Context: an optimization exercise on an open-source flow, tuned for small area. The choices shown serve that exercise and are no tape-out recipe. In this exercise RTL edits were held to simulation tests only and were not proved equivalent to the original. No activity file was given, so power comes from the tool's default toggle rates.

==> design.v <==
module Deb454(deb, sig, clk, rst);
  input sig, clk, rst;
  output deb;
  reg [8:0] c;
  always @(posedge clk) begin
    if (rst) c <= 9'd0;
    else if (c == 9'd108) c <= 9'd0;
    else c <= {c[7:0], c[8] ^ c[4]} | {8'd0, (c == 9'd0) & sig};
  end
  assign deb = (c == 9'd2);
endmodule
module Main(LED, AN, R, G, B, HS, VS,
            reset, clk, i_0, i_1, i_2, i_3, AI_switch, invis_switch, paddlesize_switch, ballspeed_switch);
  input i_0, i_1, i_2, i_3, clk, reset;
  input AI_switch;
  input paddlesize_switch;
  input ballspeed_switch;
  input invis_switch;
  output [2:0] R, G;
  output [1:0] B;
  output HS;
  output VS;
  output [6:0] LED;
  output [3:0] AN;
  function [6:0] seg;
    input [3:0] n;
    case (n)
      4'd0: seg = 7'b0000001;
      4'd1: seg = 7'b1001111;
      4'd2: seg = 7'b0010010;
      4'd3: seg = 7'b0000110;
      4'd4: seg = 7'b1001100;
      4'd5: seg = 7'b0100100;
      4'd6: seg = 7'b0100000;
      4'd7: seg = 7'b0001111;
      4'd8: seg = 7'b0000000;
      4'd9: seg = 7'b0000100;
      default: seg = 7'b0000001;
    endcase
  endfunction
  reg [1:0] cl;
  reg [11:0] cu;
  reg cc_o;
  always @(posedge clk) begin
    if (reset) begin
      cl <= 2'd0;
      cu <= 12'd0;
      cc_o <= 1'b0;
    end else begin
      cl <= cl + 2'd1;
      if (cl == 2'd3) cu <= {cu[10:0], cu[11] ^ cu[5] ^ cu[3] ^ cu[0] ^ (cu[10:0] == 11'd0)};
      if (cu == 12'd1601 && cl == 2'd1) cc_o <= 1'b1;        
      else if (cu == 12'd0 && cl == 2'd0) cc_o <= 1'b0;      
    end
  end
  wire pixel_en = (cl == 2'd2);
  reg [9:0] hc, vc;
  always @(posedge clk) begin
    if (reset) begin
      hc <= 10'd0;
      vc <= 10'd0;
    end else if (pixel_en) begin
      if (hc == 10'd800) begin
        hc <= 10'd0;
        vc <= (vc == 10'd525) ? 10'd0 : vc + 10'd1;
      end else
        hc <= hc + 10'd1;
    end
  end
  wire vis = (hc != 10'd0) && (hc <= 10'd640) && (vc < 10'd480);
  assign HS = ~((hc >= 10'd649) && (hc <= 10'd744));
  assign VS = ~((hc != 10'd0) ? (vc == 10'd482 || vc == 10'd483) : (vc == 10'd483 || vc == 10'd484));
  wire btn_0, btn_1, btn_2, btn_3;
  Deb454 d0(btn_0, i_0, clk, reset);
  Deb454 d1(btn_1, i_1, clk, reset);
  Deb454 d2(btn_2, i_2, clk, reset);
  Deb454 d3(btn_3, i_3, clk, reset);
  reg [3:0] s1, s2;
  reg gameover, stopgame;
  reg [9:0] hh;            
  reg mv, left, up;        
  reg ql, qu;              
  reg [1:0] winner;
  reg [3:0] pk;            
  reg [8:0] bx;            
  reg [8:0] by;
  reg cL, cR, cT, cB;
  reg [1:0] sc;
  wire outofbounds = sc[0] | sc[1];
  wire [5:0] pwreg = 6'd16 + {1'b0, pk, 1'b0};
  wire [5:0] paddlewidth = paddlesize_switch ? pwreg : 6'd40;
  wire [9:0] ball_x = {bx, 1'b0};
  wire [8:0] ball_y = by;
  wire [9:0] hsel = ballspeed_switch ? ((hh <= 10'd125) ? hh : 10'd125) : 10'd75;
  reg [15:0] tdiv;
  always @* begin
    case (hsel[6:0])
      7'd0: tdiv = 16'd0;
      7'd1: tdiv = 16'd50000;
      7'd2: tdiv = 16'd25000;
      7'd3: tdiv = 16'd16666;
      7'd4: tdiv = 16'd12500;
      7'd5: tdiv = 16'd10000;
      7'd6: tdiv = 16'd8333;
      7'd7: tdiv = 16'd7142;
      7'd8: tdiv = 16'd6250;
      7'd9: tdiv = 16'd5555;
      7'd10: tdiv = 16'd5000;
      7'd11: tdiv = 16'd4545;
      7'd12: tdiv = 16'd4166;
      7'd13: tdiv = 16'd3846;
      7'd14: tdiv = 16'd3571;
      7'd15: tdiv = 16'd3333;
      7'd16: tdiv = 16'd3125;
      7'd17: tdiv = 16'd2941;
      7'd18: tdiv = 16'd2777;
      7'd19: tdiv = 16'd2631;
      7'd20: tdiv = 16'd2500;
      7'd21: tdiv = 16'd2380;
      7'd22: tdiv = 16'd2272;
      7'd23: tdiv = 16'd2173;
      7'd24: tdiv = 16'd2083;
      7'd25: tdiv = 16'd2000;
      7'd26: tdiv = 16'd1923;
      7'd27: tdiv = 16'd1851;
      7'd28: tdiv = 16'd1785;
      7'd29: tdiv = 16'd1724;
      7'd30: tdiv = 16'd1666;
      7'd31: tdiv = 16'd1612;
      7'd32: tdiv = 16'd1562;
      7'd33: tdiv = 16'd1515;
      7'd34: tdiv = 16'd1470;
      7'd35: tdiv = 16'd1428;
      7'd36: tdiv = 16'd1388;
      7'd37: tdiv = 16'd1351;
      7'd38: tdiv = 16'd1315;
      7'd39: tdiv = 16'd1282;
      7'd40: tdiv = 16'd1250;
      7'd41: tdiv = 16'd1219;
      7'd42: tdiv = 16'd1190;
      7'd43: tdiv = 16'd1162;
      7'd44: tdiv = 16'd1136;
      7'd45: tdiv = 16'd1111;
      7'd46: tdiv = 16'd1086;
      7'd47: tdiv = 16'd1063;
      7'd48: tdiv = 16'd1041;
      7'd49: tdiv = 16'd1020;
      7'd50: tdiv = 16'd1000;
      7'd51: tdiv = 16'd980;
      7'd52: tdiv = 16'd961;
      7'd53: tdiv = 16'd943;
      7'd54: tdiv = 16'd925;
      7'd55: tdiv = 16'd909;
      7'd56: tdiv = 16'd892;
      7'd57: tdiv = 16'd877;
      7'd58: tdiv = 16'd862;
      7'd59: tdiv = 16'd847;
      7'd60: tdiv = 16'd833;
      7'd61: tdiv = 16'd819;
      7'd62: tdiv = 16'd806;
      7'd63: tdiv = 16'd793;
      7'd64: tdiv = 16'd781;
      7'd65: tdiv = 16'd769;
      7'd66: tdiv = 16'd757;
      7'd67: tdiv = 16'd746;
      7'd68: tdiv = 16'd735;
      7'd69: tdiv = 16'd724;
      7'd70: tdiv = 16'd714;
      7'd71: tdiv = 16'd704;
      7'd72: tdiv = 16'd694;
      7'd73: tdiv = 16'd684;
      7'd74: tdiv = 16'd675;
      7'd75: tdiv = 16'd666;
      7'd76: tdiv = 16'd657;
      7'd77: tdiv = 16'd649;
      7'd78: tdiv = 16'd641;
      7'd79: tdiv = 16'd632;
      7'd80: tdiv = 16'd625;
      7'd81: tdiv = 16'd617;
      7'd82: tdiv = 16'd609;
      7'd83: tdiv = 16'd602;
      7'd84: tdiv = 16'd595;
      7'd85: tdiv = 16'd588;
      7'd86: tdiv = 16'd581;
      7'd87: tdiv = 16'd574;
      7'd88: tdiv = 16'd568;
      7'd89: tdiv = 16'd561;
      7'd90: tdiv = 16'd555;
      7'd91: tdiv = 16'd549;
      7'd92: tdiv = 16'd543;
      7'd93: tdiv = 16'd537;
      7'd94: tdiv = 16'd531;
      7'd95: tdiv = 16'd526;
      7'd96: tdiv = 16'd520;
      7'd97: tdiv = 16'd515;
      7'd98: tdiv = 16'd510;
      7'd99: tdiv = 16'd505;
      7'd100: tdiv = 16'd500;
      7'd101: tdiv = 16'd495;
      7'd102: tdiv = 16'd490;
      7'd103: tdiv = 16'd485;
      7'd104: tdiv = 16'd480;
      7'd105: tdiv = 16'd476;
      7'd106: tdiv = 16'd471;
      7'd107: tdiv = 16'd467;
      7'd108: tdiv = 16'd462;
      7'd109: tdiv = 16'd458;
      7'd110: tdiv = 16'd454;
      7'd111: tdiv = 16'd450;
      7'd112: tdiv = 16'd446;
      7'd113: tdiv = 16'd442;
      7'd114: tdiv = 16'd438;
      7'd115: tdiv = 16'd434;
      7'd116: tdiv = 16'd431;
      7'd117: tdiv = 16'd427;
      7'd118: tdiv = 16'd423;
      7'd119: tdiv = 16'd420;
      7'd120: tdiv = 16'd416;
      7'd121: tdiv = 16'd413;
      7'd122: tdiv = 16'd409;
      7'd123: tdiv = 16'd406;
      7'd124: tdiv = 16'd403;
      7'd125: tdiv = 16'd400;
      default: tdiv = 16'd0;
    endcase
  end
  reg [15:0] gcnt;
  reg gc_o;
  wire gwrap = (gcnt >= tdiv);
  always @(posedge clk) begin
    if (reset) begin
      gcnt <= 16'd0;
      gc_o <= 1'b0;
    end else if (gwrap) begin
      gcnt <= 16'd0;
      gc_o <= ~gc_o;
    end else
      gcnt <= gcnt + 16'd1;
  end
  wire balltick = gwrap & ~gc_o;
  wire startgamereg = ~mv & (btn_0 | btn_1 | btn_2 | btn_3) & ~gameover;
  reg [14:0] sd;
  always @(posedge clk) begin
    if (reset) sd <= 15'd0;
    else if (sd == 15'd0 || sd == 15'd18002) sd <= {14'd0, startgamereg};
    else sd <= {sd[13:0], sd[14] ^ sd[13]};
  end
  wire startgame = (sd != 15'd0) && (sd != 15'd1);
  reg [15:0] od;
  always @(posedge clk) begin
    if (reset) od <= 16'd0;
    else if (od == 16'd63010) od <= 16'd0;
    else od <= {od[14:0], od[15] ^ od[14] ^ od[12] ^ od[3]} | {15'd0, (od == 16'd0) & outofbounds};
  end
  wire oobd = (od == 16'd2);
  reg [8:0] aipos;
  wire [8:0] comppos = aipos - (paddlewidth / 2);
  reg [8:0] p0, p1;
  wire [8:0] count_0 = AI_switch ? comppos : p0;
  wire [8:0] count_1 = p1;
  wire prst = reset | (s1 > 4'd8) | (s2 > 4'd8);
  wire [8:0] plim = 9'd470 - {3'd0, paddlewidth};
  wire p0le = p0 <= plim;
  wire p0ge = p0 >= 9'd10;
  wire p1le = p1 <= plim;
  wire p1ge = p1 >= 9'd10;
  always @(posedge clk) begin
    if (prst) p0 <= 9'd220;
    else if (p0ge && p0le && (btn_0 || btn_1)) p0 <= p0 + {{8{btn_0}}, 1'b1};
    else if (!p0ge) p0 <= 9'd10;
    else if (!p0le) p0 <= plim;
  end
  always @(posedge clk) begin
    if (prst) p1 <= 9'd220;
    else if (p1ge && p1le && (btn_2 || btn_3)) p1 <= p1 + {{8{btn_2}}, 1'b1};
    else if (!p1ge) p1 <= 9'd10;
    else if (!p1le) p1 <= plim;
  end
  wire yT = (by <= 10);
  wire yB = (by >= 462);
  wire xL = (bx <= 20);
  wire mid = (by >= 10) && (by <= 462) && (bx >= 20) && (bx <= 296);
  wire [8:0] cpad = xL ? count_0 : count_1;
  wire [9:0] fy = {1'b0, by} - {1'b0, cpad};
  wire [9:0] cw = {1'b0, cpad} + {4'b0, paddlewidth};
  wire hit = !cw[9] && (fy[9] ? (fy[8:3] == 6'h3f) : (fy[8:0] <= {3'b0, paddlewidth}));
  wire side = !yT && !yB && !mid;
  always @(posedge clk) begin
    if (reset) begin
      cL <= 0; cR <= 0; cT <= 0; cB <= 0; sc <= 2'd0;
    end else if (balltick) begin
      cT <= yT && !mid;
      cB <= !yT && yB && !mid;
      cL <= side && xL && hit;
      cR <= side && !xL && hit;
      sc <= {side && xL && !hit, side && !xL && !hit};
    end
  end
  wire gev = balltick | oobd;
  wire scoring = gev & ~gameover & ~oobd & stopgame;
  wire inc1 = scoring & sc[0] & (s1 < 4'd9);
  wire inc2 = scoring & ~(sc[0] & (s1 < 4'd9)) & sc[1] & (s1 < 4'd9);
  always @(posedge clk) begin
    if (reset) begin
      bx <= 9'd0; by <= 9'd0; s1 <= 4'd0; s2 <= 4'd0;
      gameover <= 1'b0; stopgame <= 1'b0; hh <= 10'd75;
      mv <= 1'b0; left <= 1'b0; up <= 1'b0; winner <= 2'b00; pk <= 4'd12;
    end else if (gev) begin
      if (s1 > 4'd8) winner <= 2'b01;
      else if (s2 > 4'd8) winner <= 2'b10;
      if (gameover) begin
        stopgame <= 1'b1; hh <= 10'd75; mv <= 1'b0; bx <= 9'd158; by <= 9'd236;
      end else if (oobd) begin
        stopgame <= 1'b1;
      end else if (stopgame) begin
        stopgame <= 1'b0;
        if (inc1) s1 <= s1 + 4'd1;
        if (inc2) s2 <= s2 + 4'd1;
        if ((inc1 | inc2) && pk != 4'd0) pk <= pk - 4'd1;
        if (s1 > 4'd8 || s2 > 4'd8) gameover <= 1'b1;
        bx <= 9'd158; by <= 9'd236; mv <= 1'b0;
      end else if (!mv) begin
        bx <= 9'd158; by <= 9'd236;
        if (startgame && s1 < 4'd9 && s2 < 4'd9) begin
          mv <= 1'b1; left <= ql; up <= qu;
        end
      end else begin
        bx <= left ? bx - 9'd1 : bx + 9'd1;
        by <= up ? by - 9'd1 : by + 9'd1;
        if (up ? cT : cB) up <= ~up;
        else if (left ? cL : cR) begin
          left <= ~left;
          hh <= hh + 10'd5;
        end
      end
    end
  end
  always @(posedge clk) begin
    if (reset) begin
      ql <= 1'b1; qu <= 1'b1;
    end else if (balltick) begin
      ql <= qu; qu <= ~ql;
    end
  end
  wire gs1 = mv & left & up;
  wire gs2 = mv & left & ~up;
  reg gs1_d, gs2_d, oob_d;
  always @(posedge clk) begin
    if (reset) begin
      gs1_d <= 1'b0; gs2_d <= 1'b0; oob_d <= 1'b0;
    end else begin
      gs1_d <= gs1; gs2_d <= gs2; oob_d <= outofbounds;
    end
  end
  wire gs1_edge = gs1 & ~gs1_d;
  wire gs2_edge = gs2 & ~gs2_d;
  wire oob_edge = outofbounds & ~oob_d;
  reg hitreg;
  reg noise;
  reg [6:0] aicnt;
  always @(posedge clk) begin
    if (reset) begin
      hitreg <= 1'b0; noise <= 1'b0;
    end else if (gs1_edge || gs2_edge || oob_edge) begin
      hitreg <= ~(aicnt >= 7'd100 && ~oob_edge);
      noise <= ~aicnt[0];
    end
  end
  reg [8:0] c220;
  always @(posedge clk) begin
    if (reset) c220 <= 9'd1;
    else if (c220 == 9'd108) c220 <= 9'd1;
    else c220 <= {c220[7:0], c220[8] ^ c220[4]};
  end
  wire tick220 = (c220 == 9'd374);
  wire aiplay = (bx < 9'd160) && mv && left && AI_switch;
  wire [4:0] hp = paddlewidth[5:1];             
  wire [3:0] qn = noise ? paddlewidth[5:2] : 4'd0;   
  wire signed [11:0] sby = {3'b0, by};
  wire signed [11:0] sap = {3'b0, aipos};
  wire signed [11:0] shp = {7'b0, hp};
  wire signed [11:0] sqn = {8'b0, qn};
  wire signed [11:0] dya = sby - sap;
  wire Bc = (sap >= shp) && (sap + shp <= 12'sd470);
  wire Dc = (sap < shp) || (sap > shp + 12'sd10);
  wire cA = (sby + 12'sd6 < sqn) || (dya + 12'sd6 - sqn > 12'sd0);
  wire cC = (sby + sqn >= 12'sd6) && (dya + sqn - 12'sd6 < 12'sd0);
  wire cE = (sby < shp + 12'sd10) || ((dya > shp + 12'sd10) && Bc);
  wire cF = (dya + shp + 12'sd10 < 12'sd0) && Dc;
  wire cG = (sap < 12'sd240) && Bc;
  wire cH = (sap > 12'sd240) && Dc;
  wire ai_inc = aiplay ? (hitreg ? (cA && Bc) : cE) : cG;
  wire ai_dec = aiplay ? (hitreg ? (cC && Dc) : cF) : cH;
  always @(posedge clk) begin
    if (reset) begin
      aicnt <= 7'd0;
      aipos <= 9'd220;
    end else if (tick220) begin
      aicnt <= aicnt + 7'd1;
      if (ai_inc) aipos <= aipos + 9'd1;
      else if (ai_dec) aipos <= aipos - 9'd1;
    end
  end
  wire [3:0] led_num = cc_o ? s2 : s1;
  assign AN = cc_o ? 4'b1110 : 4'b0111;
  assign LED = seg(led_num);
  reg inc1_d, inc2_d;
  always @(posedge clk) begin
    if (reset) begin
      inc1_d <= 1'b0; inc2_d <= 1'b0;
    end else begin
      inc1_d <= inc1; inc2_d <= inc2;
    end
  end
  wire [6:0] n0 = seg(s1 - {3'd0, inc1_d});
  wire [6:0] n1 = seg(s2 - {3'd0, inc2_d});
  wire hl = (hc >= 30 && hc <= 40);
  wire hr = (hc >= 600 && hc <= 610);
  wire [8:0] cp = hc[9] ? count_1 : count_0;
  wire [10:0] e0 = {1'b0, vc} - {2'b0, cp};
  wire padx = (hl | hr) && !e0[10] && e0[9:6] == 4'd0 && e0[5:0] <= paddlewidth;
  wire [9:0] eh = {1'b0, hc[9:1]} - {1'b0, bx};
  wire [10:0] ev = {1'b0, vc} - {2'b0, by};
  wire ball = (eh[9:2] == 8'd0 || eh == 10'd4 && !hc[0]) && !ev[10] && (ev[9:3] == 8'd0 || ev[9:0] == 10'd8);
  wire frame = (vc <= 10) || (vc >= 470);
  wire h0 = (hc >= 10 && hc <= 22);
  wire h0l = (hc >= 10 && hc <= 13);
  wire h0r = (hc >= 19 && hc <= 22);
  wire h1 = (hc >= 620 && hc <= 632);
  wire h1l = (hc >= 620 && hc <= 623);
  wire h1r = (hc >= 629 && hc <= 632);
  wire vA = (vc >= 20 && vc <= 23);
  wire vBF = (vc >= 20 && vc <= 30);
  wire vCE = (vc >= 30 && vc <= 40);
  wire vD = (vc >= 37 && vc <= 40);
  wire vG = (vc >= 29 && vc <= 32);
  wire digits = (h0 & (vA & ~n0[6] | vD & ~n0[3] | vG & ~n0[0])) | (h0r & (vBF & ~n0[5] | vCE & ~n0[4])) | (h0l & (vCE & ~n0[2] | vBF & ~n0[1]))
              | (h1 & (vA & ~n1[6] | vD & ~n1[3] | vG & ~n1[0])) | (h1r & (vBF & ~n1[5] | vCE & ~n1[4])) | (h1l & (vCE & ~n1[2] | vBF & ~n1[1]));
  wire wr = (winner == 2'b10);
  wire [9:0] dh10 = hc - (wr ? 10'd424 : 10'd150);
  wire [6:0] dh = dh10[6:0];
  wire bar = (vc >= 230) && (vc <= 256);
  wire [4:0] dv = vc[4:0] + 5'd26;
  wire [5:0] s6 = {2'b0, dh[3:0]} + {1'b0, dv};
  wire [5:0] d6 = {1'b0, dv} - {1'b0, dh[4:0]};
  wire w1 = (dh <= 5);
  wire w2 = (dh >= 5) && (dh <= 13) && (s6 >= 26) && (s6 <= 31);
  wire w3 = (dh >= 13) && (dh <= 21) && (d6 <= 5);
  wire w4 = (dh >= 21) && (dh <= 26);
  wire i1 = (dh >= 30) && (dh <= 35);
  wire m1 = (dh >= 40) && (dh <= 45);
  wire m2 = (dh >= 45) && (dh <= 61) && (d6 >= 64-13) && (d6 <= 64-3);
  wire m3 = (dh >= 61) && (dh <= 66);
  wire win = (winner != 2'b00) && bar && (dh10[9:7] == 3'd0) && (w1 | w2 | w3 | w4 | i1 | m1 | m2 | m3);
  wire pad = vis & padx;
  wire white = vis & (ball | frame | digits | win);
  reg col;
  always @(posedge clk) col <= pad ? invis_switch : white;
  assign R = {3{col}};
  assign G = {3{col}};
  assign B = {2{col}};
endmodule
==> flow/run.sh <==
#!/bin/bash
# Own layout flow: the standard synthesis, then the combinational logic between the
# registers is re-mapped for area with ABC (registers untouched), then the standard
# layout from floorplan to finish.
set -euo pipefail
WORK=$(pwd)
R=$WORK/orfs/results/${FLOW_PLATFORM}/Main/base
YOSYS=${FLOW_HOME}/../tools/install/yosys/bin/yosys
LIB=${FLOW_HOME}/platforms/${FLOW_PLATFORM}/lib/sky130_fd_sc_hd__tt_025C_1v80.lib

bash standard.sh synth > $WORK/flow_synth.log 2>&1

cp $R/1_2_yosys.v $WORK/std_synth.v
ABC_SCRIPT=$(cat $WORK/flow/abc.script | tr -d '\n')
$YOSYS -p "
read_liberty -ignore_miss_func $LIB
read_verilog $WORK/std_synth.v
hierarchy -top ${FLOW_TOP}
setattr -mod -set keep_hierarchy 1 sky130_fd_sc_hd__df*
flatten
opt_clean -purge
abc -liberty $LIB -script +$ABC_SCRIPT -dont_use *probe* -dont_use *lpflow*
opt_clean -purge
hilomap -singleton -hicell sky130_fd_sc_hd__conb_1 HI -locell sky130_fd_sc_hd__conb_1 LO
insbuf -buf sky130_fd_sc_hd__buf_4 A X
splitnets
opt_clean -purge
select ${FLOW_TOP}
tee -o $WORK/reopt_stat.txt stat -liberty $LIB
write_verilog -noattr -nohex -nodec -selected $WORK/reopt.v
" > $WORK/flow_reopt.log 2>&1

cp $WORK/reopt.v $R/1_2_yosys.v
rm -f $R/1_synth.odb
bash standard.sh finish > $WORK/flow_layout.log 2>&1
==> flow/abc.script <==
strash;&get,-n;&deepsyn,-T,60;&put;&get,-n;&nf;&put
==> standard.sh <==
#!/bin/bash
# synth_recipe.tcl (not shown) runs the flow's synth.tcl, then flattens the netlist and writes it again
# the make line also repeats each setting of config.mk as NAME=value (left out here)
make -C /OpenROAD-flow-scripts/flow DESIGN_CONFIG=/design/flow/config.mk WORK_HOME=/design/flow/orfs CLKGATE_MAP_FILE= SYNTH_SCRIPT=/design/flow/synth_recipe.tcl "${@:-finish}"
==> config.mk <==
export PLATFORM = sky130hd
export DESIGN_NAME = Main
export DESIGN_NICKNAME = Main
export VERILOG_FILES = /design/flow/design.v
export SDC_FILE = /design/flow/constraint.sdc
export NUM_CORES = 4
export LEC_CHECK = 0
export ABC_AREA = 1
export CAP_MARGIN = 20
export CORE_MARGIN = 2
export CORE_UTILIZATION = 55
export SLEW_MARGIN = 20
==> constraint.sdc <==
create_clock -name core_clock -period 100.0 [get_ports {clk}]
set_input_delay 20.0000 -clock core_clock [delete_from_list [all_inputs] [get_ports {clk}]]
set_output_delay 20.0000 -clock core_clock [all_outputs]
set_load 0.01 [all_outputs]
==> results of run 1 <==
routing by layer:
metal / up-vias / track usage / share of wire
li1: 7329 / - / -
met1: 7088 / 0.429 / 0.43
met2: 739 / 0.499 / 0.44
met3: 144 / 0.0620 / 0.090
met4: 0 / 0.113 / 0.038
met5: - / 0 / 0
power breakdown:
group          internal (µW)  leakage (µW)  switching (µW)
Sequential              90.8       0.00182            1.70
Clock                   60.3      0.000432            39.4
Combinational           4.57       0.00345            6.60
layout make-up:
type / count / area share
clock buffers: 31 / 0.0433
inverters: 55 / 0.0128
repair buffers: 52 / 0.0284
flip-flops and latches: 225 / 0.279
multi-input cells: 1623 / 0.598
clock inverters: 15 / 0.0128
well taps: 335 / 0.0260
registers in the layout, indices dropped and copies added, names as in the netlist, 7 cells and up:
signal / flops
aicnt: 7
aipos: 9
bx: 9
by: 9
c220: 9
cu: 12
d0.c: 9
d1.c: 9
d2.c: 9
d3.c: 9
gcnt: 16
hc: 10
hh: 10
od: 16
p0: 9
p1: 9
sd: 15
vc: 10
per-stage QoR:
stage / hold WS (ps) / utilization / instances
floorplan: 407 / - / 1914
finish: 436 / 0.623 / 2336
detailed placement: 425 / 0.588 / 2290
global route: 461 / 0.623 / 2336
CTS: 438 / 0.623 / 2336
global placement: 431 / 0.588 / 2290
worst paths after layout:
| path | slack (ps) | end | startpoint | cells after the start |
|---|---|---|---|---|
| worst min register to register | 440 | c220[2]$_SDFF_PP0_ | c220[1]$_SDFF_PP0_ | 2 |
| worst max-delay path | 74380 | hh[9]$_SDFFE_PP0P_ | ballspeed_switch | 18 |
| worst min-delay path | 440 | c220[2]$_SDFF_PP0_ | c220[1]$_SDFF_PP0_ | 2 |
| worst max register to register | 94040 | hh[9]$_SDFFE_PP0P_ | hh[9]$_SDFFE_PP0P_ | 17 |
worst min-delay path, delay by kind of cell (launching register included):
family        cells  cell delay [ps]
flops             1              310
buf+inv           1               50
simple gates      1               30
==> flow_summary.toml, run 1 <==
[run_status]
outcome = "no timing/DRC/antenna violations"

[timing]
clock-skew-final_ps = 22.6
layout_worst_path_cycle_share = 0.256
timing.setup.tns_ps = 0
finalWorstSetupSlack_ps = 74380
slew_headroom = 0.218
setup_viol = 0
max_freq_ghz = 0.0390
hold_viol = 0
drv_slew = 0
rsz0062_at_grt = "false"
min_period_ps = 25620
worst_pin_slew_ps = 1160

[detailed_routing]
detail_route.wl_per_cell_um = 19.0
dr_total_vias = 15300
drcViolationCount = 0
drt_wl_total_um = 44300
ant_nets = 0
viasPerCell = 6.55
drt-pass1-iter-count = 6
dr.first_iter.drc_count = 1735

[grt]
first_global_vias = 14300
grt_pass1_wl_um = 73700
grt_use_total = 0.315
grt_overflow = 0
antenna_found_initial = 0
grt_max_degree = 46

[die]
dieArea_um2 = 27500
rows = 59
core-area_um2 = 25900
start_util = 0.556
die_h_um = 166
die_w_um = 166
ioPinCount = 31

[pwr]
ir_drop_mv = 0.0158
power.density_nw_per_um2 = 12.6
leakage_uw = 0.00570
power.total_uw = 203

[clock_network]
cts_tree = "done"
postCtsSetupRepairBufs = 0
ctsResizeCount = 0
clockRootBuffer = "clkbuf_16"
cts_htree_levels = 1
clk_latency_ps = 550
cts_buffers = 25
cts_hold_buffers = 0
path_clk_slew_ps = 60
cts.path.max_buffers = 3
clock_sinks = 225

[finish]
layout.nets = 1992
final_common_cell = "dfxtp_1"
final_cell_mix = "dfxtp_1 (225), nor2_1 (209), nand2_1 (190)"
diodes = 0
seq_area_um2 = 4500
fin_area_um2 = 16100
num-fill-cells = 2408
drive_above_1_share = 0.0365
multi_input_area_um2 = 9640
syn_to_final_growth_pct = 12.0

[synthesis]
yosysWarnings = 2
syn_area_um2 = 14400
synth_area_per_cell_um2 = 7.53
synthCells = 1913

[critical_path]
critPathMaxStageDelay_ps = 800
worst-path-buf-inv = 1
crit_chain = "clkdlybuf4s50_1 > or4b_1 > nor3_1 > nor2_1 > a221o_1 > a221oi_1 > o21ai_0 > a311oi_1 > o22ai_1 > a21oi_1 > o221ai_1 > a21oi_1 > o21ai_0 > a2111oi_0 > nand4_1 > nor4_1 > o21ai_0 > a21oi_1"
start_kind = "primary input"
cp.required_ps = 100460
critPathCaptureType = "register"
arrival_ps = 26080
cp_max_fo = 17
critical_path_class = "in -> reg"
critPathTopFamily = "compound AO/OA/AOI/OAI gates"
cpMaxStageDelayCell = "a2111oi_0"

[place]
place_hpwl_um = 31100
port_buffers = 28
placed_area_um2 = 15200
place.gp.congestion = 1.03
pre_cts_ws_ps = 74100

[job]
cap_violations = 0

[min_path]
hp-class = "reg -> reg"
==> run 2, diff against run 1 <==
--- a/design.v
+++ b/design.v
@@ -286,14 +286,15 @@
   wire hit = !cw[9] && (fy[9] ? (fy[8:3] == 6'h3f) : (fy[8:0] <= {3'b0, paddlewidth}));
   wire side = !yT && !yB && !mid;
   always @(posedge clk) begin
-    if (reset) begin
-      cL <= 0; cR <= 0; cT <= 0; cB <= 0; sc <= 2'd0;
-    end else if (balltick) begin
+    if (reset) sc <= 2'd0;
+    else if (balltick) sc <= {side && xL && !hit, side && !xL && !hit};
+  end
+  always @(posedge clk) begin
+    if (balltick) begin
       cT <= yT && !mid;
       cB <= !yT && yB && !mid;
       cL <= side && xL && hit;
       cR <= side && !xL && hit;
-      sc <= {side && xL && !hit, side && !xL && !hit};
     end
   end
   wire gev = balltick | oobd;
@@ -346,11 +347,7 @@
   wire gs2 = mv & left & ~up;
   reg gs1_d, gs2_d, oob_d;
   always @(posedge clk) begin
-    if (reset) begin
-      gs1_d <= 1'b0; gs2_d <= 1'b0; oob_d <= 1'b0;
-    end else begin
-      gs1_d <= gs1; gs2_d <= gs2; oob_d <= outofbounds;
-    end
+    gs1_d <= gs1; gs2_d <= gs2; oob_d <= outofbounds;
   end
   wire gs1_edge = gs1 & ~gs1_d;
   wire gs2_edge = gs2 & ~gs2_d;
@@ -374,23 +371,25 @@
   end
   wire tick220 = (c220 == 9'd374);
   wire aiplay = (bx < 9'd160) && mv && left && AI_switch;
-  wire [4:0] hp = paddlewidth[5:1];             
-  wire [3:0] qn = noise ? paddlewidth[5:2] : 4'd0;   
+  wire [4:0] hp = paddlewidth[5:1];                   
+  wire [3:0] qn = noise ? paddlewidth[5:2] : 4'd0;    
   wire signed [11:0] sby = {3'b0, by};
   wire signed [11:0] sap = {3'b0, aipos};
   wire signed [11:0] shp = {7'b0, hp};
   wire signed [11:0] sqn = {8'b0, qn};
   wire signed [11:0] dya = sby - sap;
-  wire Bc = (sap >= shp) && (sap + shp <= 12'sd470);
-  wire Dc = (sap < shp) || (sap > shp + 12'sd10);
-  wire cA = (sby + 12'sd6 < sqn) || (dya + 12'sd6 - sqn > 12'sd0);
-  wire cC = (sby + sqn >= 12'sd6) && (dya + sqn - 12'sd6 < 12'sd0);
-  wire cE = (sby < shp + 12'sd10) || ((dya > shp + 12'sd10) && Bc);
-  wire cF = (dya + shp + 12'sd10 < 12'sd0) && Dc;
-  wire cG = (sap < 12'sd240) && Bc;
-  wire cH = (sap > 12'sd240) && Dc;
-  wire ai_inc = aiplay ? (hitreg ? (cA && Bc) : cE) : cG;
-  wire ai_dec = aiplay ? (hitreg ? (cC && Dc) : cF) : cH;
+  wire signed [11:0] aoff = hitreg ? (sqn - 12'sd6) : (shp + 12'sd10);
+  wire aup = (dya - aoff) > 12'sd0;
+  wire adn = (dya + aoff) < 12'sd0;
+  wire Bc = (sap >= shp) && (sap + shp <= 12'sd470);            
+  wire Dc = (sap < shp) || (sap > shp + 12'sd10);               
+  wire lowA = (sby + 12'sd6 < sqn);
+  wire lowC = (sby + sqn < 12'sd6);
+  wire lowE = (sby < shp + 12'sd10);
+  wire pinc = hitreg ? ((lowA || aup) && Bc) : (lowE || (aup && Bc));
+  wire pdec = hitreg ? (!lowC && adn && Dc) : (adn && Dc);
+  wire ai_inc = aiplay ? pinc : ((sap < 12'sd240) && Bc);
+  wire ai_dec = aiplay ? pdec : ((sap > 12'sd240) && Dc);
   always @(posedge clk) begin
     if (reset) begin
       aicnt <= 7'd0;
@@ -406,14 +405,10 @@
   assign LED = seg(led_num);
   reg inc1_d, inc2_d;
   always @(posedge clk) begin
-    if (reset) begin
-      inc1_d <= 1'b0; inc2_d <= 1'b0;
-    end else begin
-      inc1_d <= inc1; inc2_d <= inc2;
-    end
+    inc1_d <= inc1 & ~reset; inc2_d <= inc2 & ~reset;
   end
-  wire [6:0] n0 = seg(s1 - {3'd0, inc1_d});
-  wire [6:0] n1 = seg(s2 - {3'd0, inc2_d});
+  wire [3:0] sd_sel = hc[9] ? (s2 - {3'd0, inc2_d}) : (s1 - {3'd0, inc1_d});
+  wire [6:0] nd = seg(sd_sel);
   wire hl = (hc >= 30 && hc <= 40);
   wire hr = (hc >= 600 && hc <= 610);
   wire [8:0] cp = hc[9] ? count_1 : count_0;
@@ -423,19 +418,15 @@
   wire [10:0] ev = {1'b0, vc} - {2'b0, by};
   wire ball = (eh[9:2] == 8'd0 || eh == 10'd4 && !hc[0]) && !ev[10] && (ev[9:3] == 8'd0 || ev[9:0] == 10'd8);
   wire frame = (vc <= 10) || (vc >= 470);
-  wire h0 = (hc >= 10 && hc <= 22);
-  wire h0l = (hc >= 10 && hc <= 13);
-  wire h0r = (hc >= 19 && hc <= 22);
-  wire h1 = (hc >= 620 && hc <= 632);
-  wire h1l = (hc >= 620 && hc <= 623);
-  wire h1r = (hc >= 629 && hc <= 632);
+  wire hA = (hc >= 10 && hc <= 22) || (hc >= 620 && hc <= 632);
+  wire hL = (hc >= 10 && hc <= 13) || (hc >= 620 && hc <= 623);
+  wire hR = (hc >= 19 && hc <= 22) || (hc >= 629 && hc <= 632);
   wire vA = (vc >= 20 && vc <= 23);
   wire vBF = (vc >= 20 && vc <= 30);
   wire vCE = (vc >= 30 && vc <= 40);
   wire vD = (vc >= 37 && vc <= 40);
   wire vG = (vc >= 29 && vc <= 32);
-  wire digits = (h0 & (vA & ~n0[6] | vD & ~n0[3] | vG & ~n0[0])) | (h0r & (vBF & ~n0[5] | vCE & ~n0[4])) | (h0l & (vCE & ~n0[2] | vBF & ~n0[1]))
-              | (h1 & (vA & ~n1[6] | vD & ~n1[3] | vG & ~n1[0])) | (h1r & (vBF & ~n1[5] | vCE & ~n1[4])) | (h1l & (vCE & ~n1[2] | vBF & ~n1[1]));
+  wire digits = (hA & (vA & ~nd[6] | vD & ~nd[3] | vG & ~nd[0])) | (hR & (vBF & ~nd[5] | vCE & ~nd[4])) | (hL & (vCE & ~nd[2] | vBF & ~nd[1]));
   wire wr = (winner == 2'b10);
   wire [9:0] dh10 = hc - (wr ? 10'd424 : 10'd150);
   wire [6:0] dh = dh10[6:0];
==> flow/run.sh (replaced) <==
#!/bin/bash
# Own layout flow: the standard synthesis, then the combinational logic between the
# registers is re-mapped for area with ABC (registers untouched; a few ABC seeds are
# tried in parallel and the smallest netlist kept), then the standard layout from
# floorplan to finish with the knobs in flow/knobs.sh.
set -euo pipefail
WORK=$(pwd)
R=$WORK/orfs/results/${FLOW_PLATFORM}/Main/base
YOSYS=${FLOW_HOME}/../tools/install/yosys/bin/yosys
LIB=${FLOW_HOME}/platforms/${FLOW_PLATFORM}/lib/sky130_fd_sc_hd__tt_025C_1v80.lib

# layout knobs read by the ORFS scripts
source $WORK/flow/knobs.sh

bash standard.sh synth > $WORK/flow_synth.log 2>&1
cp $R/1_2_yosys.v $WORK/std_synth.v

reopt() {
  local S=$1
  local SCRIPT
  SCRIPT=$(sed "s/@SEED@/$S/" $WORK/flow/abc.script | tr -d '\n')
  $YOSYS -p "
read_liberty -ignore_miss_func $LIB
read_verilog $WORK/std_synth.v
hierarchy -top ${FLOW_TOP}
setattr -mod -set keep_hierarchy 1 sky130_fd_sc_hd__*df* sky130_fd_sc_hd__*dl*
flatten
opt_clean -purge
abc -liberty $LIB -script +$SCRIPT -dont_use *probe* -dont_use *lpflow*
opt_clean -purge
hilomap -singleton -hicell sky130_fd_sc_hd__conb_1 HI -locell sky130_fd_sc_hd__conb_1 LO
insbuf -buf sky130_fd_sc_hd__buf_4 A X
splitnets
opt_clean -purge
select ${FLOW_TOP}
tee -o $WORK/reopt_stat_$S.txt stat -liberty $LIB
write_verilog -noattr -nohex -nodec -selected $WORK/reopt_$S.v
" > $WORK/flow_reopt_$S.log 2>&1 || true
}

SEEDS="1 2 3"
for S in $SEEDS; do reopt $S & done
wait

# keep the smallest re-mapped netlist that has exactly the standard synthesis's registers
seqcells() { grep -oE '^ *sky130_fd_sc_hd__[a-z0-9_]*(df|dl)[a-z0-9_]* +[^ ]+' "$1" | sed 's/^ *//' | sort; }
seqcells $WORK/std_synth.v > $WORK/std_regs.txt
best=""; best_area=""
for S in $SEEDS; do
  f=$WORK/reopt_$S.v
  [[ -s $f ]] || continue
  grep -qE '^ *reg ' $f && continue
  seqcells $f | cmp -s - $WORK/std_regs.txt || continue
  a=$(grep -oE "Chip area for module .*: [0-9.]+" $WORK/reopt_stat_$S.txt | awk '{print $NF}' || true)
  [[ -n "$a" ]] || continue
  echo "seed $S area $a" >> $WORK/reopt_choice.txt
  if [[ -z "$best" ]] || awk -v a="$a" -v b="$best_area" 'BEGIN{exit !(a<b)}'; then best=$S; best_area=$a; fi
done
if [[ -n "$best" ]]; then
  echo "chosen seed $best" >> $WORK/reopt_choice.txt
  cp $WORK/reopt_$best.v $R/1_2_yosys.v
else
  echo "no re-mapped netlist kept, using the standard one" >> $WORK/reopt_choice.txt
fi
rm -f $R/1_synth.odb
bash standard.sh finish > $WORK/flow_layout.log 2>&1
==> flow/abc.script (replaced) <==
strash;&get,-n;&deepsyn,-T,300,-S,@SEED@;&put;dch;amap;topo
==> flow/knobs.sh (new file) <==
# Port buffers: the smallest buffer. Clock tree: no dummy loads, clkbuf_8 leaves of at most 15 sinks.
export BUFFER_PORTS_ARGS="-buffer_cell sky130_fd_sc_hd__buf_1"
export CTS_ARGS="-sink_clustering_enable -repair_clock_nets -dont_use_dummy_load -buf_list sky130_fd_sc_hd__clkbuf_8 -sink_clustering_size 15 -sink_clustering_max_diameter 60"
==> flow_summary.toml, run 2 <==
[run_status]
outcome = "no timing/DRC/antenna violations"

[clock_network]
postCtsSetupRepairBufs = 0
cts_htree_levels = 1
cts_buffers = 21
ctsResizeCount = 0
path_clk_slew_ps = 90
clock_sinks = 225
clockRootBuffer = "clkbuf_8"
cts_hold_buffers = 0
clk_latency_ps = 550
cts.path.max_buffers = 3
cts_tree = "done"

[place]
place_inst = 2347
place.gp.congestion = 1.03
place_hpwl_um = 32300
pre_cts_ws_ps = 73980
port_buffers = 28

[timing]
min_period_ps = 25540
rsz0062_at_grt = "false"
timing.setup.tns_ps = 0
finalWorstSetupSlack_ps = 74460
worst_pin_slew_ps = 1030
hold_viol = 0
layout_worst_path_cycle_share = 0.255
clock-skew-final_ps = 73.3
slew_headroom = 0.307
drv_slew = 0
max_freq_ghz = 0.0392
setup_viol = 0
holdWs_ps = 422

[detailed_routing]
dr.first_iter.drc_count = 1469
detail_route.wl_per_cell_um = 17.8
dr_total_vias = 14900
viasPerCell = 6.30
drcViolationCount = 0
drt-pass1-iter-count = 6
ant_nets = 0
drt_wl_total_um = 42200

[finish]
diodes = 0
num-fill-cells = 2330
final_common_cell = "nor2_1"
final_cells = 2368
layout.nets = 2056
final_cell_mix = "nor2_1 (448), clkinv_1 (274), dfxtp_1 (221)"
drive_above_1_share = 0.0176
syn_to_final_growth_pct = 6.16
biggestRegsByFlops = "gcnt: 16 flops, od: 16 flops, sd: 15 flops"

[job]
cap_violations = 0

[die]
rows = 57
start_util = 0.557
ioPinCount = 31
core-area_um2 = 24100
die_h_um = 160
die_w_um = 160
dieArea_um2 = 25700

[synthesis]
yosysWarnings = 2
synth_area_per_cell_um2 = 6.74
synthCells = 1991
syn_area_um2 = 13400

[grt]
antenna_found_initial = 0
grt_overflow = 0
first_global_vias = 13500
grt_max_degree = 49
grt_use_total = 0.320
grt_pass1_wl_um = 67900

[critical_path]
cpMaxStageDelayCell = "nor2_1"
critPathCaptureType = "register"
r2r_cells = 38
ff2ff_setup_slack_ps = 91970
reg2reg_to = "by[8]$_SDFFE_PP0P_"
timing.rr.start = "hh[0]$_SDFFE_PP1P_"
cp.required_ps = 100440
start_kind = "primary input"
critPathMaxStageDelay_ps = 540
cp_max_fo = 10
critical_path_class = "in -> reg"
crit_path_frequent_cell = "nor2_1"
arrival_ps = 25980

[min_path]
min_to = "d3.c[8]$_SDFF_PP0_"
hp-class = "reg -> reg"
hold_start = "d3.c[7]$_SDFF_PP0_"
min_path_cells = 2

[pwr]
power.density_nw_per_um2 = 10.3
leakage_uw = 0.00471
ir_drop_mv = 0.0131
run 2: changes by cell type in the layout (fill, tap and decap cells not counted), sizes merged, moves of 27 or more:
cell	before	now
o22ai	19	73
nor2	209	448
xor2	31	0
nand2b	42	2
a21oi	158	100
xnor2	63	0
clkdlybuf4s50	27	0
and2	83	6
clkinv	60	274
run 2: cell type report:
class / instances / area, µm² / share of cell area
Multi-Input combinational cell: 1482 / 7760 / 0.545
Sequential cell: 225 / 4540 / 0.319
Inverter: 274 / 1030 / 0.0722
Tap cell: 324 / 405 / 0.0285
Clock buffer: 21 / 289 / 0.0203
Timing Repair Buffer: 42 / 211 / 0.0148
run 2: stage by stage:
stage,power (µW),util,area [µm²]
floorplan,99.9,-,13400
global placement,102,0.579,14000
detailed placement,102,0.579,14000
CTS,148,0.591,14200
global route,153,0.591,14200
finish,147,0.591,14200
run 2: worst max path at each step:
| stage | from | endpoint | slack [ps] |
|---|---|---|---|
| 6_report | ballspeed_switch | by[8]$_SDFFE_PP0P_ | 74460 |
| 3_3_place_gp | ballspeed_switch | by[8]$_SDFFE_PP0P_ | 74150 |
| 3_5_place_dp | ballspeed_switch | by[8]$_SDFFE_PP0P_ | 73980 |
| 2_1_floorplan | ballspeed_switch | by[8]$_SDFFE_PP0P_ | 74610 |
| 4_1_cts | ballspeed_switch | by[8]$_SDFFE_PP0P_ | 74510 |
| 5_1_grt | ballspeed_switch | by[8]$_SDFFE_PP0P_ | 73550 |
run 2: per-layer routing:
layer | GRT usage | wire (µm) | vias to the layer above
met1 | 0.436 | 18200 | 6762
met3 | 0.0327 | 3540 | 147
met5 | 0 | 0 | -
li1 | - | - | 7289
met4 | 0.145 | 2050 | 0
met2 | 0.513 | 18500 | 730
run 2: worst max-delay path, delay by kind of cell:
family / cells / cell delay, ps
buf+inv: 4 / 590
simple gates: 19 / 3290
compound gates: 16 / 2100
run 2: report_power, final:
| part | internal (µW) | switching [µW] |
|---|---|---|
| clock | 18.7 | 28.3 |
| combinational | 2.72 | 6.01 |
| sequential | 90.7 | 0.919 |
| total | 112 | 35.2 |
==> run 3, diff against run 2 <==
--- a/design.v
+++ b/design.v
@@ -254,7 +254,8 @@
   end
   wire oobd = (od == 16'd2);
   reg [8:0] aipos;
-  wire [8:0] comppos = aipos - (paddlewidth / 2);
+  wire [9:0] cpx = {1'b0, aipos} - {5'b0, paddlewidth[5:1]};    
+  wire [8:0] comppos = cpx[8:0];
   reg [8:0] p0, p1;
   wire [8:0] count_0 = AI_switch ? comppos : p0;
   wire [8:0] count_1 = p1;
@@ -381,8 +382,8 @@
   wire signed [11:0] aoff = hitreg ? (sqn - 12'sd6) : (shp + 12'sd10);
   wire aup = (dya - aoff) > 12'sd0;
   wire adn = (dya + aoff) < 12'sd0;
-  wire Bc = (sap >= shp) && (sap + shp <= 12'sd470);            
-  wire Dc = (sap < shp) || (sap > shp + 12'sd10);               
+  wire Bc = !cpx[9] && (comppos <= plim);                       
+  wire Dc = cpx[9] || (comppos > 9'd10);                        
   wire lowA = (sby + 12'sd6 < sqn);
   wire lowC = (sby + sqn < 12'sd6);
   wire lowE = (sby < shp + 12'sd10);
==> flow_summary.toml, run 3 <==
[run_status]
outcome = "no timing/DRC/antenna violations"

[die]
rows = 57
die_w_um = 160
start_util = 0.556
core-area_um2 = 24100
ioPinCount = 31
dieArea_um2 = 25600
die_h_um = 160

[grt]
antenna_found_initial = 0
grt_pass1_wl_um = 69200
grt_use_total = 0.326
grt_overflow = 0
first_global_vias = 13800
grt_max_degree = 47

[detailed_routing]
ant_nets = 0
dr_total_vias = 15000
viasPerCell = 6.34
dr.first_iter.drc_count = 1568
detail_route.wl_per_cell_um = 18.1
drcViolationCount = 0
drt-pass1-iter-count = 6
drt_wl_total_um = 42700

[critical_path]
worst-path-buf-inv = 5
critPathMaxStageDelay_ps = 520
crit_end = "bx[8]$_SDFFE_PP0P_"
start_kind = "primary input"
cpMaxStageDelayCell = "a2111oi_0"
timing.rr.start = "hh[0]$_SDFFE_PP1P_"
r2r_cells = 39
critPathCaptureType = "register"
crit_path_start = "ballspeed_switch"
arrival_ps = 25760
cp_max_fo = 11
critPathTopFamily = "compound AO/OA/AOI/OAI gates"
cp.required_ps = 100450
ff2ff_setup_slack_ps = 91130
crit_path_frequent_cell = "nor2_1"
critical_path_class = "in -> reg"
crit_cells = 33
reg2reg_to = "bx[8]$_SDFFE_PP0P_"

[min_path]
hp-class = "reg -> reg"

[synthesis]
synthCells = 1983
yosysWarnings = 2
synth_area_per_cell_um2 = 6.76
syn_area_um2 = 13400

[pwr]
power.density_nw_per_um2 = 10.5
leakage_uw = 0.00470
power.total_uw = 149
ir_drop_mv = 0.0140

[timing]
timing.setup.tns_ps = 0
min_period_ps = 25300
setup_viol = 0
rsz0062_at_grt = "false"
slew_headroom = 0.283
clock-skew-final_ps = 46.7
worst_pin_slew_ps = 1060
drv_slew = 0
layout_worst_path_cycle_share = 0.253
hold_viol = 0
max_freq_ghz = 0.0395

[clock_network]
ctsResizeCount = 0
path_clk_slew_ps = 80
clockRootBuffer = "clkbuf_8"
cts_htree_levels = 1
postCtsSetupRepairBufs = 0
clock_sinks = 225
clk_latency_ps = 550
cts.path.max_buffers = 3
cts_hold_buffers = 0
cts_tree = "done"
cts_buffers = 22

[finish]
layout.nets = 2045
drive_above_1_share = 0.0167
num-fill-cells = 2369
diodes = 0
syn_to_final_growth_pct = 6.11
final_cell_mix = "nor2_1 (458), clkinv_1 (270), dfxtp_1 (221)"
final_common_cell = "nor2_1"
biggestRegsByFlops = "gcnt: 16 flops, od: 16 flops, sd: 15 flops"

[place]
place.gp.congestion = 0.987
place_hpwl_um = 32200
port_buffers = 28

[job]
cap_violations = 0
[run 3: worst min path at each step]
stage | endpoint | startpoint | cells after the start
floorplan | d1.c[1]$_SDFF_PP0_ | d1.c[0]$_SDFF_PP0_ | 2
global placement | d2.c[1]$_SDFF_PP0_ | d2.c[0]$_SDFF_PP0_ | 2
detailed placement | d1.c[8]$_SDFF_PP0_ | d1.c[7]$_SDFF_PP0_ | 2
CTS | d1.c[1]$_SDFF_PP0_ | d1.c[0]$_SDFF_PP0_ | 2
global route | d1.c[1]$_SDFF_PP0_ | d1.c[0]$_SDFF_PP0_ | 2
finish | d1.c[1]$_SDFF_PP0_ | d1.c[0]$_SDFF_PP0_ | 2
[run 3: where the power goes]
| group | internal (µW) | switching [µW] |
|---|---|---|
| clock | 19.6 | 28.9 |
| combinational | 2.74 | 5.89 |
| sequential | 90.7 | 0.981 |
| total | 113 | 35.8 |
[run 3: tightest hold or removal path, stage by stage, from the launching register on]
cell and delay (ps):
dfxtp_1 300, clkinv_1 50, nor2_1 30
[run 3: routing by layer]
layer | vias up | wire, µm | part of all wire | GRT usage
li1 | 7252 | - | - | -
met1 | 6805 | 18100 | 0.43 | 0.428
met2 | 741 | 19000 | 0.44 | 0.530
met3 | 153 | 3730 | 0.087 | 0.0501
met4 | 0 | 1850 | 0.043 | 0.146
met5 | - | 0 | 0 | 0
[run 3: cell type report]
class | instances | area [µm²] | area share
multi-input combinational | 1478 | 7770 | 0.547
clock buffer | 22 | 303 | 0.0213
timing repair buffer | 38 | 181 | 0.0128
inverter | 270 | 1010 | 0.0713
tap | 324 | 405 | 0.0285
sequential | 225 | 4540 | 0.320
[run 3: stage by stage]
stage                     area, µm²  std cells  setup WS, ps  hold WS [ps]   util
final                         14200       2357         74700           408  0.590
after detailed placement      13900       2335         74220           411  0.577
after floorplan               13400       1984         75130           398      -
after global routing          14200       2357         73720           424  0.590
after CTS                     14200       2357         74780           412  0.590
after global placement        13900       2335         74370           408  0.577
==> run 4, diff against run 3 <==
--- a/design.v
+++ b/design.v
@@ -283,8 +283,7 @@
   wire mid = (by >= 10) && (by <= 462) && (bx >= 20) && (bx <= 296);
   wire [8:0] cpad = xL ? count_0 : count_1;
   wire [9:0] fy = {1'b0, by} - {1'b0, cpad};
-  wire [9:0] cw = {1'b0, cpad} + {4'b0, paddlewidth};
-  wire hit = !cw[9] && (fy[9] ? (fy[8:3] == 6'h3f) : (fy[8:0] <= {3'b0, paddlewidth}));
+  wire hit = fy[9] ? (fy[8:3] == 6'h3f) : (fy[8:0] <= {3'b0, paddlewidth});
   wire side = !yT && !yB && !mid;
   always @(posedge clk) begin
     if (reset) sc <= 2'd0;
--- a/flow/run.sh
+++ b/flow/run.sh
@@ -25,6 +25,7 @@
 hierarchy -top ${FLOW_TOP}
 setattr -mod -set keep_hierarchy 1 sky130_fd_sc_hd__*df* sky130_fd_sc_hd__*dl*
 flatten
+blackbox sky130_fd_sc_hd__*df* sky130_fd_sc_hd__*dl*
 opt_clean -purge
 abc -liberty $LIB -script +$SCRIPT -dont_use *probe* -dont_use *lpflow*
 opt_clean -purge
@@ -38,7 +39,7 @@
 " > $WORK/flow_reopt_$S.log 2>&1 || true
 }
 
-SEEDS="1 2 3"
+SEEDS="1 2 3 4"
 for S in $SEEDS; do reopt $S & done
 wait
 
==> flow/abc.script (replaced) <==
strash;&get,-n;&deepsyn,-T,420,-S,@SEED@;&put;dch;amap;topo
==> flow_summary.toml, run 4 <==
[detailed_routing]
detail_route.wl_per_cell_um = 17.5
viasPerCell = 6.28
drcViolationCount = 0
dr.first_iter.drc_count = 1590
dr_total_vias = 14900
drt-pass1-iter-count = 9
ant_nets = 0
drt_wl_total_um = 41700

[timing]
clock-skew-final_ps = 94.8
min_period_ps = 24990
timing.setup.tns_ps = 0
rsz0062_at_grt = "false"
drv_slew = 0
worst_pin_slew_ps = 1030
slew_headroom = 0.315
finalWorstSetupSlack_ps = 75010
max_freq_ghz = 0.0400
layout_worst_path_cycle_share = 0.250
hold_viol = 0
setup_viol = 0

[place]
pre_cts_ws_ps = 74600
place_hpwl_um = 31300
port_buffers = 28
place.gp.congestion = 1.00
place_inst = 2358

[die]
die_h_um = 160
rows = 57
ioPinCount = 31
start_util = 0.555
dieArea_um2 = 25700
core-area_um2 = 24200
die_w_um = 160

[grt]
grt_pass1_wl_um = 68800
grt_max_degree = 43
grt_use_met1 = 0.434
top_usage_layer = "met2"
antenna_found_initial = 0
first_global_vias = 13900
gr-usage-met3 = 0.0525
globalRouteMet2Util = 0.514
grt_use_total = 0.319
grt_overflow = 0

[pwr]
power.density_nw_per_um2 = 10.7
leakage_uw = 0.00483
ir_drop_mv = 0.0125

[finish]
final_cells = 2380
biggestRegsByFlops = "gcnt: 16 flops, od: 16 flops, sd: 15 flops"
final_common_cell = "nor2_1"
layout.nets = 2068
final_cell_mix = "nor2_1 (456), clkinv_1 (277), dfxtp_1 (221)"
syn_to_final_growth_pct = 5.98
drive_above_1_share = 0.0156
diodes = 0

[critical_path]
arrival_ps = 25440
critPathCaptureType = "register"
cpMaxStageDelayCell = "a21oi_1"
cp_max_fo = 10
start_kind = "primary input"
crit_path_start = "ballspeed_switch"
ff2ff_setup_slack_ps = 91580
crit_end = "by[1]$_SDFFE_PP0P_"
timing.rr.start = "hh[3]$_SDFFE_PP1P_"
r2r_cells = 38
critPathMaxStageDelay_ps = 570
cp.required_ps = 100450
critical_path_class = "in -> reg"
reg2reg_to = "by[1]$_SDFFE_PP0P_"

[run_status]
outcome = "no timing/DRC/antenna violations"

[synthesis]
syn_area_um2 = 13400
synthCells = 2007
synth_area_per_cell_um2 = 6.69
yosysWarnings = 2

[clock_network]
clock_sinks = 225
clockRootBuffer = "clkbuf_8"
cts_tree = "done"
cts_htree_levels = 1
path_clk_slew_ps = 90
cts.path.max_buffers = 3
clk_latency_ps = 580
cts_buffers = 22
cts_hold_buffers = 0
postCtsSetupRepairBufs = 0
ctsResizeCount = 0

[job]
cap_violations = 0

[min_path]
hp-class = "reg -> reg"
==> run 4: cell count changes in the layout (fill, tap and decap cells not counted), moves of 6 or more <==
cell      previous run  this run
nand2_1            151       157
a21oi_1             91       109
a211oi_1            64        54
nor3_1              97       122
a22oi_1             21        28
clkinv_1           270       277
o21ai_0            155       140
nor2b_1             31        22
o22a_1               4        11
==> run 4: critical path: cells and delay by family <==
kind / cells / cell delay, ps
AO/OA/AOI/OAI: 12 / 1860
buffers and inverters: 6 / 1230
AND/OR/NAND/NOR: 12 / 2350
==> run 4: how the worst min path moves through the flow <==
stage	end	startpoint	depth (start not counted)
CTS	od[9]$_SDFF_PP0_	od[8]$_SDFF_PP0_	2
finish	od[9]$_SDFF_PP0_	od[8]$_SDFF_PP0_	2
detailed placement	od[9]$_SDFF_PP0_	od[8]$_SDFF_PP0_	2
global route	d1.c[8]$_SDFF_PP0_	d1.c[7]$_SDFF_PP0_	2
global placement	od[9]$_SDFF_PP0_	od[8]$_SDFF_PP0_	2
floorplan	d1.c[1]$_SDFF_PP0_	d1.c[0]$_SDFF_PP0_	2
==> run 4: layout make-up <==
type	count	area, µm²
multi-input combinational	1495	7770
clock buffer	22	303
inverter	277	1040
timing repair buffer	37	174
tap	324	405
fill	2329	9940
sequential	225	4540
==> run 4: where the power goes <==
part | switching (µW) | internal (µW)
registers | 1.24 | 90.9
logic | 7.95 | 3.67
clock network | 29.3 | 19.6
total | 38.5 | 114
==> run 4: through the flow <==
step                      power [µW]   util  hold slack, ps  area [µm²]
final                            153  0.589             419       14200
after detailed placement         105  0.576             409       13900
after floorplan                  102      -             398       13400
after global placement           105  0.576             407       13900
after global routing             158  0.589             450       14200
after CTS                        154  0.589             420       14200
==> run 4: routing by layer <==
metal,part of all wire,routed length [µm]
met1,0.44,18300
met2,0.43,18000
met3,0.092,3820
met4,0.038,1590
met5,0,0
==> run 5, diff against run 4 <==
--- a/design.v
+++ b/design.v
@@ -373,23 +373,24 @@
   wire aiplay = (bx < 9'd160) && mv && left && AI_switch;
   wire [4:0] hp = paddlewidth[5:1];                   
   wire [3:0] qn = noise ? paddlewidth[5:2] : 4'd0;    
-  wire signed [11:0] sby = {3'b0, by};
-  wire signed [11:0] sap = {3'b0, aipos};
-  wire signed [11:0] shp = {7'b0, hp};
-  wire signed [11:0] sqn = {8'b0, qn};
-  wire signed [11:0] dya = sby - sap;
-  wire signed [11:0] aoff = hitreg ? (sqn - 12'sd6) : (shp + 12'sd10);
-  wire aup = (dya - aoff) > 12'sd0;
-  wire adn = (dya + aoff) < 12'sd0;
+  wire [9:0] dya = {1'b0, by} - {1'b0, aipos};         
+  wire dbig = !dya[9] && (dya[8:5] != 4'd0);            
+  wire dneg = dya[9] && (dya[8:5] != 4'hf);             
+  wire signed [6:0] d7 = {dya[9], dya[5:0]};            
+  wire signed [6:0] qn7 = {3'b0, qn};
+  wire signed [6:0] hp7 = {2'b0, hp};
+  wire signed [6:0] aoff = hitreg ? (qn7 - 7'sd6) : (hp7 + 7'sd10);
+  wire aup = dbig || (!dneg && (d7 > aoff));              
+  wire adn = dneg || (!dbig && (d7 + aoff < 7'sd0));      
   wire Bc = !cpx[9] && (comppos <= plim);                       
   wire Dc = cpx[9] || (comppos > 9'd10);                        
-  wire lowA = (sby + 12'sd6 < sqn);
-  wire lowC = (sby + sqn < 12'sd6);
-  wire lowE = (sby < shp + 12'sd10);
+  wire lowA = ({1'b0, by} + 10'd6 < {6'b0, qn});         
+  wire lowC = ({1'b0, by} + {6'b0, qn} < 10'd6);         
+  wire lowE = ({1'b0, by} < {5'b0, hp} + 10'd10);        
   wire pinc = hitreg ? ((lowA || aup) && Bc) : (lowE || (aup && Bc));
   wire pdec = hitreg ? (!lowC && adn && Dc) : (adn && Dc);
-  wire ai_inc = aiplay ? pinc : ((sap < 12'sd240) && Bc);
-  wire ai_dec = aiplay ? pdec : ((sap > 12'sd240) && Dc);
+  wire ai_inc = aiplay ? pinc : ((aipos < 9'd240) && Bc);
+  wire ai_dec = aiplay ? pdec : ((aipos > 9'd240) && Dc);
   always @(posedge clk) begin
     if (reset) begin
       aicnt <= 7'd0;
@@ -407,7 +408,7 @@
   always @(posedge clk) begin
     inc1_d <= inc1 & ~reset; inc2_d <= inc2 & ~reset;
   end
-  wire [3:0] sd_sel = hc[9] ? (s2 - {3'd0, inc2_d}) : (s1 - {3'd0, inc1_d});
+  wire [3:0] sd_sel = (hc[9] ? s2 : s1) - {3'd0, hc[9] ? inc2_d : inc1_d};
   wire [6:0] nd = seg(sd_sel);
   wire hl = (hc >= 30 && hc <= 40);
   wire hr = (hc >= 600 && hc <= 610);
==> flow_summary.toml, run 5 <==
[timing]
slew_headroom = 0.333
min_period_ps = 25150
drv_slew = 0
setup_viol = 0
layout_worst_path_cycle_share = 0.252
worst_pin_slew_ps = 988
rsz0062_at_grt = "false"
clock-skew-final_ps = 89.4
max_freq_ghz = 0.0398
timing.setup.tns_ps = 0
hold_viol = 0

[detailed_routing]
drcViolationCount = 0
dr.first_iter.drc_count = 1447
viasPerCell = 6.21
drt_wl_total_um = 40600
dr_total_vias = 14700
detail_route.wl_per_cell_um = 17.2
drt-pass1-iter-count = 8
ant_nets = 0

[clock_network]
clockRootBuffer = "clkbuf_8"
ctsResizeCount = 0
cts.path.max_buffers = 3
clock_sinks = 225
cts_buffers = 24
path_clk_slew_ps = 90
postCtsSetupRepairBufs = 0
cts_hold_buffers = 0
cts_htree_levels = 1
cts_tree = "done"
clk_latency_ps = 580

[finish]
final_cell_mix = "nor2_1 (472), clkinv_1 (286), dfxtp_1 (221)"
final_common_cell = "nor2_1"
drive_above_1_share = 0.0181
diodes = 0
layout.nets = 2056
biggestRegsByFlops = "gcnt: 16 flops, od: 16 flops, sd: 15 flops"
num-fill-cells = 2367
syn_to_final_growth_pct = 6.37

[critical_path]
cpMaxStageDelayCell = "nor2_1"
critPathMaxStageDelay_ps = 490
crit_path_frequent_cell = "o21ai_0"
critPathCaptureType = "register"
critical_path_class = "in -> reg"
cp.required_ps = 100430
cp_max_fo = 8
r2r_cells = 38
reg2reg_to = "by[8]$_SDFFE_PP0P_"
timing.rr.start = "hh[5]$_SDFFE_PP0P_"
start_kind = "primary input"
arrival_ps = 25580
ff2ff_setup_slack_ps = 91650

[place]
place.gp.congestion = 0.979
place_hpwl_um = 30200
port_buffers = 28

[grt]
grt_use_total = 0.311
antenna_found_initial = 0
grt_pass1_wl_um = 66800
first_global_vias = 13500
grt_max_degree = 60
grt_overflow = 0

[min_path]
hp-class = "reg -> reg"
min_to = "d0.c[3]$_SDFF_PP0_"
hold_start = "d0.c[2]$_SDFF_PP0_"
min_path_cells = 2

[die]
ioPinCount = 31
die_h_um = 160
dieArea_um2 = 25600
core-area_um2 = 24100
rows = 57
start_util = 0.555
die_w_um = 160

[pwr]
ir_drop_mv = 0.0114
power.total_uw = 154
power.density_nw_per_um2 = 10.8
leakage_uw = 0.00481

[synthesis]
syn_area_um2 = 13400
yosysWarnings = 2
synthCells = 1991
synth_area_per_cell_um2 = 6.72

[run_status]
outcome = "no timing/DRC/antenna violations"

[job]
cap_violations = 0
## run 5: layout make-up
cell class | count | area [µm²] | area share
Clock buffer | 24 | 330 | 0.0232
Multi-Input combinational cell | 1470 | 7700 | 0.541
Tap cell | 324 | 405 | 0.0285
Sequential cell | 225 | 4540 | 0.319
Inverter | 286 | 1070 | 0.0754
Timing Repair Buffer | 39 | 189 | 0.0133
## run 5: per-stage QoR
| stage | area (µm²) | util | setup slack, ps | hold WS [ps] | std cells |
|---|---|---|---|---|---|
| final | 14200 | 0.591 | 74850 | 408 | 2368 |
| after global placement | 13900 | 0.577 | 74580 | 411 | 2344 |
| after global routing | 14200 | 0.591 | 74140 | 418 | 2368 |
| after detailed placement | 13900 | 0.577 | 74430 | 413 | 2344 |
| after CTS | 14200 | 0.590 | 74930 | 405 | 2368 |
| after floorplan | 13400 | - | 75390 | 398 | 1992 |
## run 5: critical path: cells and delay by family
family          cells  cell delay [ps]
buf+inv             4              620
simple gates       13             3170
compound gates     13             1770
## run 5: worst max-delay path by stage
stage,startpoint,end,slack [ps],cells after the start
after floorplan,ballspeed_switch,by[8]$_SDFFE_PP0P_,75390,29
after global placement,ballspeed_switch,by[8]$_SDFFE_PP0P_,74580,30
after detailed placement,ballspeed_switch,by[8]$_SDFFE_PP0P_,74430,30
after CTS,ballspeed_switch,by[8]$_SDFFE_PP0P_,74930,30
after global routing,ballspeed_switch,by[8]$_SDFFE_PP0P_,74140,30
final,ballspeed_switch,by[8]$_SDFFE_PP0P_,74850,30
## run 5: metal layers
metal	wire length, µm	up-vias	track usage
li1	-	7245	-
met1	18100	6691	0.421
met2	17700	659	0.501
met3	3220	120	0.0452
met4	1600	0	0.127
met5	0	-	0
## run 5: power breakdown
part	internal, µW	switching (µW)	leakage (µW)	total (µW)
clock network	21.2	30.0	0.000173	51.2
logic	3.54	7.66	0.00281	11.2
registers	90.9	1.14	0.00183	92.0
total	116	38.8	0.00481	154

==> re-timing with driven ports <==
No port has a modelled driver above. Below, the same layouts with a new extraction and two added sets of constraints.
Step 1: set_driving_cell puts a clkbuf_16 on clk and a buf_2 on each other input, an assumption about the parent block.
Step 2 times the ports against the registers' clock, not the clock port: input delays grow and output delays shrink by t, the midpoint of the rising clock arrivals with the driver on.
Slacks: ideal / step 1 / step 2; pairs: ideal / step 1.
run	shift t [ns]	setup slack, ns	clock arrival spread, ns
run 1	0.590	74.385 / 74.414 / 73.824	0.023 / 0.022
run 2	0.555	74.460 / 74.481 / 73.926	0.074 / 0.074
run 3	0.576	74.697 / 74.725 / 74.149	0.046 / 0.047
run 4	0.574	75.011 / 75.031 / 74.457	0.104 / 0.103
run 5	0.581	74.849 / 74.869 / 74.288	0.090 / 0.090
After both steps every run listed still meets setup and hold.
